From an optimization exercise on the open Yosys and OpenROAD flow, aimed at small area and a short achievable clock period; shortcuts taken in it are not production practice. Where RTL was checked, it was by simulation tests only, not by an equivalence proof against the original. Power is estimated from default activity; no workload was simulated.

Setup of job 8688:
## fpu16_top
module fpu16_top(
    input         aclk,
    input  [15:0] a,
    input  [15:0] b,
    input         a_valid,
    input         b_valid,
    output [15:0] add_result,
    output        add_valid,
    output [15:0] sub_result,
    output        sub_valid,
    output [15:0] mul_result,
    output        mul_valid,
    output [7:0]  cmp_result,
    output        cmp_valid
    );
Size in the first run: about 390 flip-flops, roughly 95 I/O pins, about 0.020 mm2 of cells after synthesis.
==> flow/config.mk <==
export PLATFORM = sky130hd
export DESIGN_NAME = fpu16_top
export DESIGN_NICKNAME = fpu16_top
export VERILOG_FILES = /design/flow/design.v
export SDC_FILE = /design/flow/constraint.sdc
export NUM_CORES = 4
export LEC_CHECK = 0
export ABC_AREA = 1
export CAP_MARGIN = 20
export CORE_MARGIN = 2
export CORE_UTILIZATION = 55
export SETUP_SLACK_MARGIN = 5.0
export SLEW_MARGIN = 20
==> flow/constraint.sdc <==
create_clock -name core_clock -period 8.0 [get_ports {aclk}]
set_input_delay 1.6000 -clock core_clock [delete_from_list [all_inputs] [get_ports {aclk}]]
set_output_delay 1.6000 -clock core_clock [all_outputs]
set_load 0.01 [all_outputs]
standard.sh (not shown) runs the stock make flow with config.mk's settings and CLKGATE_MAP_FILE= SYNTH_SCRIPT=/design/flow/synth_recipe.tcl, a recipe that flattens the netlist after the stock synthesis.
==> flow/flow/run.sh <==
#!/bin/bash
# The standard layout, with buf_2 cells as the port buffers.
set -euo pipefail
bash standard.sh SETUP_SLACK_MARGIN=5.35 "BUFFER_PORTS_ARGS=-buffer_cell sky130_fd_sc_hd__buf_2" finish > standard.log 2>&1
Input-level comparison between job 5184 and job 8688:
-- flow/design.v --
<<< job 8688, line 319
    wire h_a0 = |a0[14:10];
    wire h_b0 = |b0[14:10];
    wire [5:0] bn_a, bo_a, bt_a, bn_b, bo_b, bt_b;
    booth_enc11 u_bea(.y({h_a0, a0[9:0]}), .neg(bn_a), .one(bo_a), .two(bt_a));
>>> job 5184, line 319
    wire h_a0 = |a0[14:10];
    wire h_b0 = |b0[14:10];
    wire [4:0] ea0 = {a0[14:11], a0[10] | ~h_a0};
    wire [4:0] eb0 = {b0[14:11], b0[10] | ~h_b0};
    wire [4:0] dab = ea0 - eb0;
    wire [4:0] dba = eb0 - ea0;
    wire [5:0] bn_a, bo_a, bt_a, bn_b, bo_b, bt_b;
    booth_enc11 u_bea(.y({h_a0, a0[9:0]}), .neg(bn_a), .one(bo_a), .two(bt_a));
<<< job 8688, line 325
    reg ls1, es1, fs1, hl1, hs1;
    reg [5:0] bo1, bt1;
    always @(posedge aclk) begin
        l1  <= a_gt ? a0[14:0] : b0[14:0];
>>> job 5184, line 329
    reg ls1, es1, fs1, hl1, hs1;
    reg [5:0] bo1, bt1;
    reg [4:0] d1;
    always @(posedge aclk) begin
        l1  <= a_gt ? a0[14:0] : b0[14:0];
<<< job 8688, line 335
        bo1 <= a_gt ? bo_b : bo_a;
        bt1 <= a_gt ? bt_b : bt_a;
    end
    wire [4:0] le1 = {l1[14:11], l1[10] | ~hl1};
    wire [4:0] se1 = {s1[14:11], s1[10] | ~hs1};
    wire [4:0] diff1 = le1 - se1;
    wire [13:0] s_ext = {hs1, s1[9:0], 3'b0};
    wire [13:0] s_shr = diff1[4] ? 14'b0 : s_ext >> diff1[3:0];
    wire [13:0] s_lost = diff1[4] ? s_ext : s_ext & ~(14'h3fff << diff1[3:0]);
    reg [14:0] l2;
    reg [13:0] sal2;
>>> job 5184, line 340
        bo1 <= a_gt ? bo_b : bo_a;
        bt1 <= a_gt ? bt_b : bt_a;
        d1  <= a_gt ? dab : dba;
    end
    wire [4:0] le1 = {l1[14:11], l1[10] | ~hl1};
    wire [4:0] se1 = {s1[14:11], s1[10] | ~hs1};
    wire [13:0] s_ext = {hs1, s1[9:0], 3'b0};
    wire [13:0] s_shr = d1[4] ? 14'b0 : s_ext >> d1[3:0];
    wire [13:0] s_lost = d1[4] ? s_ext : s_ext & ~(14'h3fff << d1[3:0]);
    reg [14:0] l2;
    reg [13:0] sal2;
Notes after the runs:
Estimated wirelength of the detail-placed design: lower on job 8688
Switching power share of the total for job 5184 is lower than for job 8688.
In the metrics for job 5184 and job 8688, the one carrying the lower total core area is job 8688.
Against job 8688, wire length in job 5184 rose by a few percent.
Changes observed in job 5184 relative to job 8688: final-layout worst hold slack went down by 6.5 ps; worst clock skew neither gained nor lost much; layout overhead on the synthesized area lower; worst setup slack saw an increase.
The lower area enclosed by the die boundary of job 5184 and job 8688 is in job 8688.
In the final reports, the cell area of job 5184 is smaller than that of job 8688.
Job 5184 vs job 8688 on sequential cell area: job 5184 is the higher one.
Job 5184 vs job 8688 on final core area utilization: job 5184 is the lower one.
In the metrics for job 5184 and job 8688, the one carrying the higher net switching component of the power is job 8688.
Job 5184 vs. job 8688: clock share of power went up by 2.2 points.
The RTL of job 8688 was laid out without a check of its function.

Setup of rev 12:
Another version of the RTL of fpu16_top (not shown whole).
Size in the first run: about 2400 cells after synthesis, about 410 flip-flops, about 95 I/O pins, ~20000 um^2 of cells after synthesis.
clock: 8.0 ns
lec_check: 0
abc_area: 1
cap_margin: 20
core_margin: 2
core_utilization: 60
cts_cluster_diameter: 100
cts_cluster_size: 30
setup_slack_margin: 5.0
slew_margin: 20
==> flow/flow/run.sh <==
#!/bin/bash
# The standard layout, with buf_2 cells as the port buffers and setup repair
# aimed at a 2.64 ns period (slack margin 5.36 ns at the 8 ns clock).
set -euo pipefail
bash standard.sh SETUP_SLACK_MARGIN=5.36 "BUFFER_PORTS_ARGS=-buffer_cell sky130_fd_sc_hd__buf_2" finish > standard.log 2>&1
[inputs] rev 13 vs rev 12
diff --git a/flow/design.v b/flow/design.v
--- a/flow/design.v
+++ b/flow/design.v
@@ -431,26 +431,26 @@
         msg3  <= msg2;
         nan3  <= nan2;
     end
     wire [3:0] lq;
     lzc12 u_lq(q3[21:10], lq);
     wire normal = ~t3[6] & (t3[5:0] >= {2'b0, lq});
     reg [21:0] q4;
-    reg [6:0] l4, e4;
+    reg [6:0] e4;
+    reg [4:0] q_sh;
     reg normal4, msg4, nan4;
     always @(posedge aclk) begin
         q4      <= q3;
-        l4      <= normal ? {3'b0, lq} : t3;
+        q_sh    <= normal ? 5'd11 - {1'b0, lq} : 5'd11 - t3[4:0];
         e4      <= t3 + 7'd1 - {3'b0, lq};
         normal4 <= normal;
         msg4    <= msg3;
         nan4    <= nan3;
     end
     wire [32:0] q_pad = {q4, 11'b0};
-    wire [6:0] q_sh = 7'd11 - l4;
     wire [32:0] q_z16 = q_sh[4] ? q_pad >> 16 : q_pad;
     wire [32:0] q_z8  = q_sh[3] ? q_z16 >> 8 : q_z16;
     wire [32:0] q_z4  = q_sh[2] ? q_z8 >> 4 : q_z8;
     wire [32:0] q_z2  = q_sh[1] ? q_z4 >> 2 : q_z4;
     wire [32:0] q_z   = q_sh[0] ? q_z2 >> 1 : q_z2;
     wire [11:0] win = q_z[21:10];
     wire [22:0] below = ~({23{1'b1}} << q_sh[4:0]);
Results
In the metrics for rev 12 and rev 13, the one carrying the lower power drawn by the clock network is rev 12. Number of resized instances in the post-cts repair step was higher in rev 12 than in rev 13. Rev 12 -> rev 13: summed negative setup slack over all endpoints delta 0, exact match. Max final instance area across rev 12 and rev 13: rev 13. From rev 12 to rev 13 the numbers moved as follows: count of max-cap constraint violations comparable; post-detailed-route via-to-cell ratio now smaller; count of TritonRoute iterations in the first routing pass now smaller.
The RTL of rev 13 was laid out without a check of its function.

fpu16_top with an RTL version that a note above also has.
Size: ~400 flip-flops.
export LEC_CHECK = 0
export ABC_AREA = 1
export CAP_MARGIN = 20
export CORE_MARGIN = 2
export CORE_UTILIZATION = 55
export CTS_CLUSTER_DIAMETER = 100
export CTS_CLUSTER_SIZE = 30
export SETUP_SLACK_MARGIN = 5.0
export SLEW_MARGIN = 20
create_clock -name core_clock -period 8.0 [get_ports {aclk}]
==> flow/flow/run.sh <==
#!/bin/bash
# The standard layout, with buf_2 cells as the port buffers and setup repair
# aimed at a 2.72 ns period (slack margin 5.28 ns at the 8 ns clock).
set -euo pipefail
bash standard.sh SETUP_SLACK_MARGIN=5.28 "BUFFER_PORTS_ARGS=-buffer_cell sky130_fd_sc_hd__buf_2" finish > standard.log 2>&1
==> next run, changes <==
--- a/flow/design.v
+++ b/flow/design.v
@@ -480,15 +480,19 @@
         normal4 <= normal;
         msg4    <= msg3;
         nan4    <= nan3;
         zero4   <= zero3;
     end
     wire [32:0] q_pad = {q4, 11'b0};
     wire [6:0] q_sh = 7'd11 - l4;
-    wire [32:0] q_z = q_pad >> q_sh[4:0];
+    wire [32:0] q_z16 = q_sh[4] ? q_pad >> 16 : q_pad;
+    wire [32:0] q_z8  = q_sh[3] ? q_z16 >> 8 : q_z16;
+    wire [32:0] q_z4  = q_sh[2] ? q_z8 >> 4 : q_z8;
+    wire [32:0] q_z2  = q_sh[1] ? q_z4 >> 2 : q_z4;
+    wire [32:0] q_z   = q_sh[0] ? q_z2 >> 1 : q_z2;
     wire [11:0] win = q_z[21:10];
     wire [22:0] below = ~({23{1'b1}} << q_sh[4:0]);
     wire st4 = |(q4 & below[22:1]);
     wire [6:0] e4p1 = e4 + 7'd1;
     reg [10:0] mant5;
     reg [4:0] e5;
     reg inc5, ovn5, ovc5, normal5, msg5, nan5, zero5;
Result: Core utilization is higher by 0.18 points. Worst setup slack degrades by 0.11 ns. Final area barely changes. Sequential share of layout area stays flat. Clock-buffer cell count is lower by 3. Die area is lower by 0.54%. Sequential power hardly moves. Global-route usage is lower by 0.45 points. Sequential cell count does not change. Final cell count is lower by 0.76%. Critical path depth is unchanged. Synthesized cell count is lower by 0.85%. Routed wire length is lower by 2.7%.
Only the layout flow was run in the second run of this note; the RTL was not checked for function there.

Starting RTL as in the previous note.
clock: 8.0 ns
lec_check: 0
abc_area: 1
cap_margin: 20
core_margin: 2
core_utilization: 60
cts_cluster_diameter: 100
cts_cluster_size: 30
setup_slack_margin: 5.0
slew_margin: 20
Scripts as last shown in full above: flow/flow/run.sh
Next try:
--- a/flow/design.v
+++ b/flow/design.v
@@ -245,17 +245,19 @@
         op[7] ? 4'd4 : op[6] ? 4'd5 : op[5] ? 4'd6 : op[4] ? 4'd7 :
         op[3] ? 4'd8 : op[2] ? 4'd9 : op[1] ? 4'd10 : op[0] ? 4'd11 : 4'd12;
 endmodule
 module fpu_cmp_core(
     input  [15:0] a,
     input  [15:0] b,
-    output        ge
+    output        ge,
+    output        mag_gt
     );
     wire gt, eq;
     mag_cmp15 u_mag(.x(a[14:0]), .y(b[14:0]), .gt(gt), .eq(eq));
     assign ge = (a[15] ^ b[15]) ? ~a[15] : (a[15] ? ~gt : (gt | eq));
+    assign mag_gt = gt;
 endmodule
 module mag_cmp15(
     input  [14:0] x,
     input  [14:0] y,
     output        gt,
     output        eq
@@ -301,48 +303,45 @@
     reg v0, v1, v2, v3, v4, v5;
     always @(posedge aclk) begin
         v0 <= a_valid & b_valid;
         v1 <= v0; v2 <= v1; v3 <= v2; v4 <= v3; v5 <= v4;
     end
     reg [15:0] a0, b0;
-    reg cmp_q;
-    wire ge;
-    fpu_cmp_core u_cmp(.a(a), .b(b), .ge(ge));
+    reg cmp_q, a_gt;
+    wire ge, mag_gt;
+    fpu_cmp_core u_cmp(.a(a), .b(b), .ge(ge), .mag_gt(mag_gt));
     always @(posedge aclk) begin
         a0 <= a;
         b0 <= b;
         cmp_q <= ge;
+        a_gt <= mag_gt;
     end
     assign cmp_result = {7'b0, cmp_q};
     assign cmp_valid = v0;
-    wire a_gt, a_eq;
-    mag_cmp15 u_agt(.x(a0[14:0]), .y(b0[14:0]), .gt(a_gt), .eq(a_eq));
-    wire h_a0 = |a0[14:10];
-    wire h_b0 = |b0[14:10];
-    wire [4:0] ea0 = {a0[14:11], a0[10] | ~h_a0};
-    wire [4:0] eb0 = {b0[14:11], b0[10] | ~h_b0};
-    wire [4:0] dab = ea0 - eb0;
-    wire [4:0] dba = eb0 - ea0;
-    wire [5:0] bn_a, bo_a, bt_a, bn_b, bo_b, bt_b;
-    booth_enc11 u_bea(.y({h_a0, a0[9:0]}), .neg(bn_a), .one(bo_a), .two(bt_a));
-    booth_enc11 u_beb(.y({h_b0, b0[9:0]}), .neg(bn_b), .one(bo_b), .two(bt_b));
+    wire [14:0] l0 = a_gt ? a0[14:0] : b0[14:0];
+    wire [14:0] s0 = a_gt ? b0[14:0] : a0[14:0];
+    wire hl0 = |l0[14:10];
+    wire hs0 = |s0[14:10];
+    wire [4:0] d0 = {l0[14:11], l0[10] | ~hl0} - {s0[14:11], s0[10] | ~hs0};
+    wire [5:0] bn0, bo0, bt0;
+    booth_enc11 u_be(.y({hs0, s0[9:0]}), .neg(bn0), .one(bo0), .two(bt0));
     reg [14:0] l1, s1;
     reg ls1, es1, fs1, hl1, hs1;
     reg [5:0] bo1, bt1;
     reg [4:0] d1;
     always @(posedge aclk) begin
-        l1  <= a_gt ? a0[14:0] : b0[14:0];
-        s1  <= a_gt ? b0[14:0] : a0[14:0];
+        l1  <= l0;
+        s1  <= s0;
         ls1 <= a_gt ? a0[15] : b0[15];
         es1 <= a0[15] ^ b0[15];
         fs1 <= a_gt ? a0[15] : ~b0[15];
-        hl1 <= a_gt ? h_a0 : h_b0;
-        hs1 <= a_gt ? h_b0 : h_a0;
-        bo1 <= a_gt ? bo_b : bo_a;
-        bt1 <= a_gt ? bt_b : bt_a;
-        d1  <= a_gt ? dab : dba;
+        hl1 <= hl0;
+        hs1 <= hs0;
+        bo1 <= bo0;
+        bt1 <= bt0;
+        d1  <= d0;
     end
     wire [4:0] le1 = {l1[14:11], l1[10] | ~hl1};
     wire [4:0] se1 = {s1[14:11], s1[10] | ~hs1};
     wire [13:0] s_ext = {hs1, s1[9:0], 3'b0};
     wire [13:0] s_shr = d1[4] ? 14'b0 : s_ext >> d1[3:0];
     wire [13:0] s_lost = d1[4] ? s_ext : s_ext & ~(14'h3fff << d1[3:0]);
@@ -481,13 +480,17 @@
         msg4    <= msg3;
         nan4    <= nan3;
         zero4   <= zero3;
     end
     wire [32:0] q_pad = {q4, 11'b0};
     wire [6:0] q_sh = 7'd11 - l4;
-    wire [32:0] q_z = q_pad >> q_sh[4:0];
+    wire [32:0] q_z16 = q_sh[4] ? q_pad >> 16 : q_pad;
+    wire [32:0] q_z8  = q_sh[3] ? q_z16 >> 8 : q_z16;
+    wire [32:0] q_z4  = q_sh[2] ? q_z8 >> 4 : q_z8;
+    wire [32:0] q_z2  = q_sh[1] ? q_z4 >> 2 : q_z4;
+    wire [32:0] q_z   = q_sh[0] ? q_z2 >> 1 : q_z2;
     wire [11:0] win = q_z[21:10];
     wire [22:0] below = ~({23{1'b1}} << q_sh[4:0]);
     wire st4 = |(q4 & below[22:1]);
     wire [6:0] e4p1 = e4 + 7'd1;
     reg [10:0] mant5;
     reg [4:0] e5;
Effect: Area after synthesis is lower by 3.0%. Count of clock-buffer cells in the layout drops by 2. Final area goes down by 2.1%. Final cell count goes down by 4.3%. Wire length fell by 5.0%. Clock power stays flat. Non-clock buffer count grows by 20. Utilization is higher by 0.64 points. Sequential share of layout area increases by 0.85 points. Worst hold slack is better by 0.0060 ns. Sequential cell count grows by 1. Setup slack gets worse by 0.021 ns. Via count decreases by 4.2%.
Only the layout flow was run in the second run of this note; the RTL was not checked for function there.

== 01-04 ==
Another version of the RTL of fpu16_top (not shown whole).
For scale: roughly 410 flip-flops.
export LEC_CHECK = 0
export ABC_AREA = 1
export CAP_MARGIN = 20
export CORE_MARGIN = 2
export CORE_UTILIZATION = 60
export CTS_CLUSTER_DIAMETER = 100
export CTS_CLUSTER_SIZE = 30
export SETUP_SLACK_MARGIN = 5.0
export SLEW_MARGIN = 20
create_clock -name core_clock -period 8.0 [get_ports {aclk}]
==> flow/flow/run.sh <==
#!/bin/bash
# The standard layout, with buf_2 cells as the port buffers and setup repair
# aimed at a 2.64 ns period (slack margin 5.36 ns at the 8 ns clock).
set -euo pipefail
bash standard.sh SETUP_SLACK_MARGIN=5.36 "BUFFER_PORTS_ARGS=-buffer_cell sky130_fd_sc_hd__buf_2" finish > standard.log 2>&1
01-04: no failed stages, no open violations at the end
What 02-14 does differently from 01-04 at the input level:
--- a/flow/design.v
+++ b/flow/design.v
@@ -280,30 +280,35 @@
     assign cmp_result = {7'b0, cmp_q};
     assign cmp_valid = v0;
     wire [14:0] l0 = a_gt ? a0[14:0] : b0[14:0];
     wire [14:0] s0 = a_gt ? b0[14:0] : a0[14:0];
     wire hl0 = |l0[14:10];
     wire hs0 = |s0[14:10];
     wire [4:0] d0 = {l0[14:11], l0[10] | ~hl0} - {s0[14:11], s0[10] | ~hs0};
+    wire nan0 = &l0[14:10];
+    wire psel0 = (&s0[14:10]) & ~a_gt;
     wire [5:0] bn0, bo0, bt0;
     booth_enc11 u_be(.y({hs0, s0[9:0]}), .neg(bn0), .one(bo0), .two(bt0));
     reg [14:0] l1, s1;
     reg ls1, es1, fs1, hl1, hs1;
-    reg [5:0] bo1, bt1;
+    reg [10:0] mx1;
+    reg [5:0] bn1, bo1, bt1;
     reg [4:0] d1;
     always @(posedge aclk) begin
         l1  <= l0;
         s1  <= s0;
         ls1 <= a_gt ? a0[15] : b0[15];
         es1 <= a0[15] ^ b0[15];
         fs1 <= a_gt ? a0[15] : ~b0[15];
         hl1 <= hl0;
         hs1 <= hs0;
-        bo1 <= bo0;
-        bt1 <= bt0;
+        mx1 <= psel0 ? {hs0, s0[9:0]} : {hl0, l0[9:0]};
+        bn1 <= nan0 ? 6'b000000 : bn0;
+        bo1 <= nan0 ? 6'b100000 : bo0;
+        bt1 <= nan0 ? 6'b000000 : bt0;
         d1  <= d0;
     end
     wire [4:0] le1 = {l1[14:11], l1[10] | ~hl1};
     wire [4:0] se1 = {s1[14:11], s1[10] | ~hs1};
     wire [13:0] s_ext = {hs1, s1[9:0], 3'b0};
     wire [13:0] s_shr = d1[4] ? 14'b0 : s_ext >> d1[3:0];
     wire [13:0] s_lost = d1[4] ? s_ext : s_ext & ~(14'h3fff << d1[3:0]);
@@ -395,32 +400,26 @@
         add_vq <= v4 & ~(&add_c[14:10]);
         sub_vq <= v4 & ~(&sub_c[14:10]);
     end
     assign add_result = add_q;
     assign add_valid = add_vq;
     assign sub_result = sub_q;
     assign sub_valid = sub_vq;
-    wire [10:0] m_x = {hl1, l1[9:0]};
-    wire [10:0] m_y = {hs1, s1[9:0]};
     wire [21:0] cs0, cs1, cs2;
-    wire [5:0] bn1 = {1'b0, m_y[9], m_y[7], m_y[5], m_y[3], m_y[1]};
-    mul11_cs u_mul(.x(m_x), .neg(bn1), .one(bo1), .two(bt1), .r0(cs0), .r1(cs1), .r2(cs2));
-    wire nan1 = &l1[14:10];
-    wire psel1 = (&s1[14:10]) & (ls1 ^ fs1);
-    wire [9:0] payload = psel1 ? s1[9:0] : l1[9:0];
+    mul11_cs u_mul(.x(mx1), .neg(bn1), .one(bo1), .two(bt1), .r0(cs0), .r1(cs1), .r2(cs2));
     reg [21:0] cs0_2, cs1_2, cs2_2;
     reg [6:0] t2;
     reg msg2, nan2, zero2;
     always @(posedge aclk) begin
-        cs0_2 <= nan1 ? {2'b01, payload, 10'b0} : cs0;
-        cs1_2 <= nan1 ? 22'b0 : cs1;
-        cs2_2 <= nan1 ? 22'b0 : cs2;
+        cs0_2 <= cs0;
+        cs1_2 <= cs1;
+        cs2_2 <= cs2;
         t2    <= {2'b0, le1} + {2'b0, se1} - 7'd15;
         msg2  <= es1;
-        nan2  <= nan1;
+        nan2  <= &l1[14:10];
         zero2 <= ~hs1 & ~(|s1[9:0]);
     end
     wire [21:0] q_s = cs0_2 ^ cs1_2 ^ cs2_2;
     wire [21:0] q_c = (cs0_2 & cs1_2) | (cs0_2 & cs2_2) | (cs1_2 & cs2_2);
     wire [21:0] q_sum = q_s + {q_c[20:0], 1'b0};
     reg [21:0] q3;
     reg [6:0] t3;
==> notes.md <==
The via count of 02-14 was superior to that of 01-04.
02-14 against 01-04: number of cells on the critical path lower; worst hold slack lower; proportion of layout cells with a drive suffix above 1 higher.
The power number comes out lower for 01-04 vs 02-14.
Re number of placement rows: 02-14 and 01-04 aren't equal, and the higher value belongs to 01-04.
No run of this note included a check of the RTL's function; only the layout flow was run.

port drivers added, routing unchanged:
The flow's constraints put no driver on any port. The routed layouts listed below were extracted and timed again, unchanged, in two steps.
Step 1: set_driving_cell puts a clkbuf_16 on aclk and a buf_2 on each other input, an assumption about the parent block.
Step 2 also shifts input and output timing later by t, the mid clock arrival at the registers, as if the neighbouring blocks saw the same clock.
Slacks: ideal / step 1 / step 2; pairs: ideal / step 1.
| run | shift t [ns] | slack for setup (ns) | hold slack, ns | worst setup path after step 2 | latest minus earliest clock arrival (ns) |
|---|---|---|---|---|---|
| job 8688 | 0.608 | 5.315 / 5.315 / 4.903 | 0.324 / 0.324 / 0.324 | input to register | 0.016 / 0.016 |
| job 5184 | 0.615 | 5.320 / 5.320 / 4.965 | 0.318 / 0.318 / 0.318 | input to register | 0.014 / 0.014 |
| rev 12 | 0.568 | 5.412 / 5.362 / 4.951 | 0.331 / 0.331 / 0.331 | input to register | 0.033 / 0.033 |
| rev 13 | 0.581 | 5.411 / 5.358 / 4.937 | 0.331 / 0.331 / 0.331 | input to register | 0.024 / 0.024 |
| the first run of note 3 | 0.601 | 5.343 / 5.322 / 5.013 | 0.331 / 0.331 / 0.331 | input to register | 0.031 / 0.030 |
| the second run of note 3 | 0.567 | 5.234 / 5.234 / 4.905 | 0.336 / 0.336 / 0.336 | input to register | 0.023 / 0.022 |
| the first run of note 4 | 0.574 | 5.315 / 5.315 / 4.992 | 0.330 / 0.330 / 0.330 | input to register | 0.031 / 0.031 |
| the second run of note 4 | 0.578 | 5.294 / 5.294 / 4.907 | 0.336 / 0.336 / 0.336 | input to register | 0.040 / 0.039 |
| 01-04 | 0.567 | 5.407 / 5.362 / 4.899 | 0.336 / 0.336 / 0.336 | input to register | 0.017 / 0.018 |
| 02-14 | 0.579 | 5.354 / 5.354 / 4.942 | 0.329 / 0.329 / 0.329 | input to register | 0.034 / 0.035 |
After both steps setup and hold are still met in every run listed. The setup slack of 01-04, which loses most, moves by -0.045 ns with the drivers and by -0.508 ns with both steps.
